Context: an optimization exercise on an open-source flow, tuned for small area, a short achievable clock period and few clock cycles per item. The choices shown serve that exercise and are no tape-out recipe. Only simulation tests tie the RTL to the original design; equivalence was not proved. The clock port is modelled as an ideal driver; clocking choices that lean on that would not hold on a real chip. Power and IR drop assume default switching activity.

== run a ==
## lzss_decoder
module lzss_decoder (
  input logic rst_,
  input logic clk,
  input logic literal,
  input logic data_ready,
  input logic [3*8-1:0] data_in,
  output logic new_data_ready,
  output logic data_valid,
  output logic [8-1:0] data_out
);
For scale: about 1100 cells after synthesis, roughly 38 I/O pins, ~0.019 mm^2 of cells after synthesis.
export LEC_CHECK = 0
export CAP_MARGIN = 20
export CORE_MARGIN = 2
export CORE_UTILIZATION = 65
export CTS_CLUSTER_DIAMETER = 60
export CTS_CLUSTER_SIZE = 15
export SETUP_SLACK_MARGIN = 3.2
export SLEW_MARGIN = 20
create_clock -name core_clock -period 5.0 [get_ports {clk}]
standard.sh (not shown) runs the stock make flow with config.mk's settings and CLKGATE_MAP_FILE= SYNTH_SCRIPT=/design/flow/synth_recipe.tcl, a recipe that flattens the netlist after the stock synthesis.
==> flow/flow/run.sh <==
#!/bin/bash
set -euo pipefail
R=orfs/results/${FLOW_PLATFORM}/lzss_decoder/base
bash standard.sh "BUFFER_PORTS_ARGS=-buffer_cell sky130_fd_sc_hd__buf_1" cts > 1_standard_to_cts.log 2>&1
cp $R/4_cts.odb $R/4_cts_orig.odb
R=$R openroad -no_init -exit flow/flatten_clock_tree.tcl > 2_flatten_clock_tree.log 2>&1
bash standard.sh finish > 3_standard_finish.log 2>&1
Other scripts of this flow, unchanged in this note and not shown: flow/flow/flatten_clock_tree.tcl
Testbench counts of run a, summed over its fixed seeds: cycles 20,582, bytes 20,566.
Modified inputs, run b compared to run a
- CTS_CLUSTER_DIAMETER: 60 -> 70
- CTS_CLUSTER_SIZE: 15 -> 20
## What came out
- Status: area after synthesis parity (run b, run a)
- Summary — number of cells on the worst reg-to-reg path, run b relative to run a: higher, by 3.
- Compared with run a, run b shows a sequential group share of total power that is 1.3 points higher.
- Run b against run a: share of layout cells above drive strength 1 has decreased; overall power shows a reduction of 2.0%; setup slack shows a reduction of 0.094 ns; post-layout minimum cycle time grew by 0.094 ns; net count of the finished layout -0.96%.


== run 1 ==
lzss_decoder, a different RTL version from the one above (not shown whole).
For scale: about 1000 cells after synthesis, ~510 flip-flops, about 14000 um2 of cells after synthesis.
clock: 5.0 ns
lec_check: 0
cap_margin: 20
core_margin: 2
core_utilization: 65
cts_cluster_diameter: 60
cts_cluster_size: 20
setup_slack_margin: 3.2
slew_margin: 20
==> flow/flow/flatten_clock_tree.tcl <==
# Clean up the clock tree that CTS built, then re-legalise the placement:
# 2. remove the dummy loads CTS added to balance the tree (cells on a clock net
#    whose output drives nothing);
# 3. give each leaf buffer (one that drives flip-flops) the smallest clock
#    buffer that keeps the slew at its flip-flops' clock pins under SLEW_PS.
set P $::env(FLOW_HOME)/platforms/$::env(FLOW_PLATFORM)
set R $::env(R)
set SLEW_PS 110
read_db $R/4_cts_orig.odb
read_liberty $P/lib/sky130_fd_sc_hd__tt_025C_1v80.lib
read_sdc $R/4_cts.sdc
source $P/setRC.tcl

set block [ord::get_db_block]
set db [ord::get_db]
set clknet [$block findNet clk]

# 1. top levels
while {1} {
  set tops {}
  set next 0
  foreach it [$clknet getITerms] {
    set inst [$it getInst]
    if {![string match "*clkbuf*" [[$inst getMaster] getName]]} { set next 99; break }
    lappend tops $inst
    foreach lit [[[$inst findITerm X] getNet] getITerms] {
      if {[$lit getInst] ne $inst} { incr next }
    }
  }
  if {$next > 4} { break }
  foreach inst $tops {
    set net [[$inst findITerm X] getNet]
    foreach lit [$net getITerms] {
      if {[$lit getInst] eq $inst} { continue }
      $lit disconnect
      $lit connect $clknet
    }
    [$inst findITerm A] disconnect
    [$inst findITerm X] disconnect
    puts "removed [$inst getName] ([[$inst getMaster] getName]), net [$net getName]"
    odb::dbInst_destroy $inst
    odb::dbNet_destroy $net
  }
}
puts "clock port now drives [llength [$clknet getITerms]] cells"

# the clock buffers, level by level from the port
set bufs {}
set front [list $clknet]
while {[llength $front]} {
  set nfront {}
  foreach net $front {
    foreach it [$net getITerms] {
      if {![$it isInputSignal]} { continue }
      set inst [$it getInst]
      set m [[$inst getMaster] getName]
      if {[string match "*clkbuf*" $m] || [string match "*clkinv*" $m]} {
        set out "NULL"
        foreach o [$inst getITerms] {
          if {[$o isOutputSignal]} { set out [$o getNet] }
        }
        # 2. dummy loads
        if {$out eq "NULL" || [llength [$out getITerms]] < 2} {
          puts "removed dummy load [$inst getName] ($m)"
          foreach o [$inst getITerms] { if {[$o getNet] ne "NULL"} { $o disconnect } }
          odb::dbInst_destroy $inst
          if {$out ne "NULL"} { odb::dbNet_destroy $out }
          continue
        }
        lappend bufs $inst
        lappend nfront $out
      }
    }
  }
  set front $nfront
}

# 3. leaf buffers
set_propagated_clock [all_clocks]
estimate_parasitics -placement
proc sink_slew {inst} {
  set worst 0
  set net [[$inst findITerm X] getNet]
  foreach it [$net getITerms] {
    if {[$it getInst] eq $inst} { continue }
    set pin [get_pins -of_objects [get_cells [[$it getInst] getName]] -filter "name == [[$it getMTerm] getName]"]
    foreach s [list [get_property $pin slew_max_rise] [get_property $pin slew_max_fall]] {
      if {$s > $worst} { set worst $s }
    }
  }
  return $worst
}
set big [$db findMaster sky130_fd_sc_hd__clkbuf_16]
foreach inst $bufs {
  set leaf 1
  foreach it [[[$inst findITerm X] getNet] getITerms] {
    if {[$it getInst] ne $inst && [string match "*clkbuf*" [[[$it getInst] getMaster] getName]]} { set leaf 0 }
  }
  if {!$leaf} { continue }
  set orig [$inst getMaster]
  foreach m {sky130_fd_sc_hd__clkbuf_4 sky130_fd_sc_hd__clkbuf_8} {
    $inst swapMaster [$db findMaster $m]
    estimate_parasitics -placement
    set s [expr {[sink_slew $inst] * 1000.0}]
    if {$s <= $SLEW_PS} {
      puts "leaf [$inst getName]: $m (sink slew [format %.1f $s] ps)"
      break
    }
    $inst swapMaster $orig
  }
}
estimate_parasitics -placement
detailed_placement
check_placement -verbose
estimate_parasitics -placement
report_clock_latency
report_worst_slack -max
report_worst_slack -min
write_db $R/4_cts.odb
Scripts as last shown in full above: flow/flow/run.sh
Testbench counts of run 1, summed over its fixed seeds: cycles 20,582, bytes 20,566.
#### Input delta (run 2 over run 1)
Settings: swapping 20 for 15 in CTS_CLUSTER_SIZE.
-- flow/flow/flatten_clock_tree.tcl --
<<< run 1, line 6
set P $::env(FLOW_HOME)/platforms/$::env(FLOW_PLATFORM)
set R $::env(R)
set SLEW_PS 110
read_db $R/4_cts_orig.odb
read_liberty $P/lib/sky130_fd_sc_hd__tt_025C_1v80.lib
>>> run 2, line 6
set P $::env(FLOW_HOME)/platforms/$::env(FLOW_PLATFORM)
set R $::env(R)
set SLEW_PS 90
read_db $R/4_cts_orig.odb
read_liberty $P/lib/sky130_fd_sc_hd__tt_025C_1v80.lib
==> summary.txt <==
Compared with run 1, number of standard cells in the layout, taps in and fillers out in run 2 increased slightly.
What run 1 reported for clock tree buffer count of the final layout has to be multiplied by 1.3 to get the figure for run 2.
Of run 2 and run 1, the lower worst hold margin belongs to run 1.
Run 1 → run 2: flip-flop and latch count now sits at about the same level; total number of vias now sits lower.
Input-level comparison between run 3 and run 2:
Settings: CTS_CLUSTER_DIAMETER changed from 60 to 50; CTS_CLUSTER_SIZE changed from 15 to 12.
-- flow/flow/flatten_clock_tree.tcl --
<<< run 2, line 6
set P $::env(FLOW_HOME)/platforms/$::env(FLOW_PLATFORM)
set R $::env(R)
set SLEW_PS 90
read_db $R/4_cts_orig.odb
read_liberty $P/lib/sky130_fd_sc_hd__tt_025C_1v80.lib
>>> run 3, line 6
set P $::env(FLOW_HOME)/platforms/$::env(FLOW_PLATFORM)
set R $::env(R)
set SLEW_PS 110
read_db $R/4_cts_orig.odb
read_liberty $P/lib/sky130_fd_sc_hd__tt_025C_1v80.lib
==> comparison <==
In the tables for run 2 and run 3, internal power reads lower with run 3. Compared with run 2, in run 3 sequential share of power moved up, growth of design area from synthesis to finish moved down, cell area level, hold slack moved up.

==> separate check: timing with driven ports <==
The results above use ideal ports. As a check the final layouts listed here were re-extracted and re-timed, cells and wires unchanged. Step 1 assumes that a clkbuf_16 drives the clock port and a buf_2 every other input. Step 2 moves the port delays by t, midway between the first and last clock arrival at a register: inputs arrive t later, outputs are due t later. That takes back most of the time a late clock gives input paths. Slacks: ideal / step 1 / step 2; pairs: ideal / step 1.
| run | t (ns) | slack for setup (ns) | hold WS [ns] | latest minus earliest clock arrival (ns) | worst register clock-pin slew, ns |
|---|---|---|---|---|---|
| run a | 0.443 | 3.171 / 3.079 / 2.804 | 0.434 / 0.434 / 0.434 | 0.032 / 0.032 | 0.09 / 0.09 |
| run b | 0.500 | 3.077 / 3.010 / 2.816 | 0.449 / 0.449 / 0.449 | 0.019 / 0.020 | 0.09 / 0.09 |
| run 1 | 0.487 | 3.101 / 3.037 / 2.747 | 0.320 / 0.320 / 0.320 | 0.037 / 0.037 | 0.11 / 0.11 |
| run 2 | 0.433 | 3.165 / 3.073 / 3.075 | 0.329 / 0.329 / 0.329 | 0.030 / 0.029 | 0.09 / 0.09 |
| run 3 | 0.436 | 3.169 / 3.074 / 3.053 | 0.332 / 0.332 / 0.332 | 0.036 / 0.036 | 0.09 / 0.09 |
After both steps setup and hold are still met in every run listed. The setup slack of run a, which loses most, moves by -0.092 ns with the drivers and by -0.367 ns with both steps.
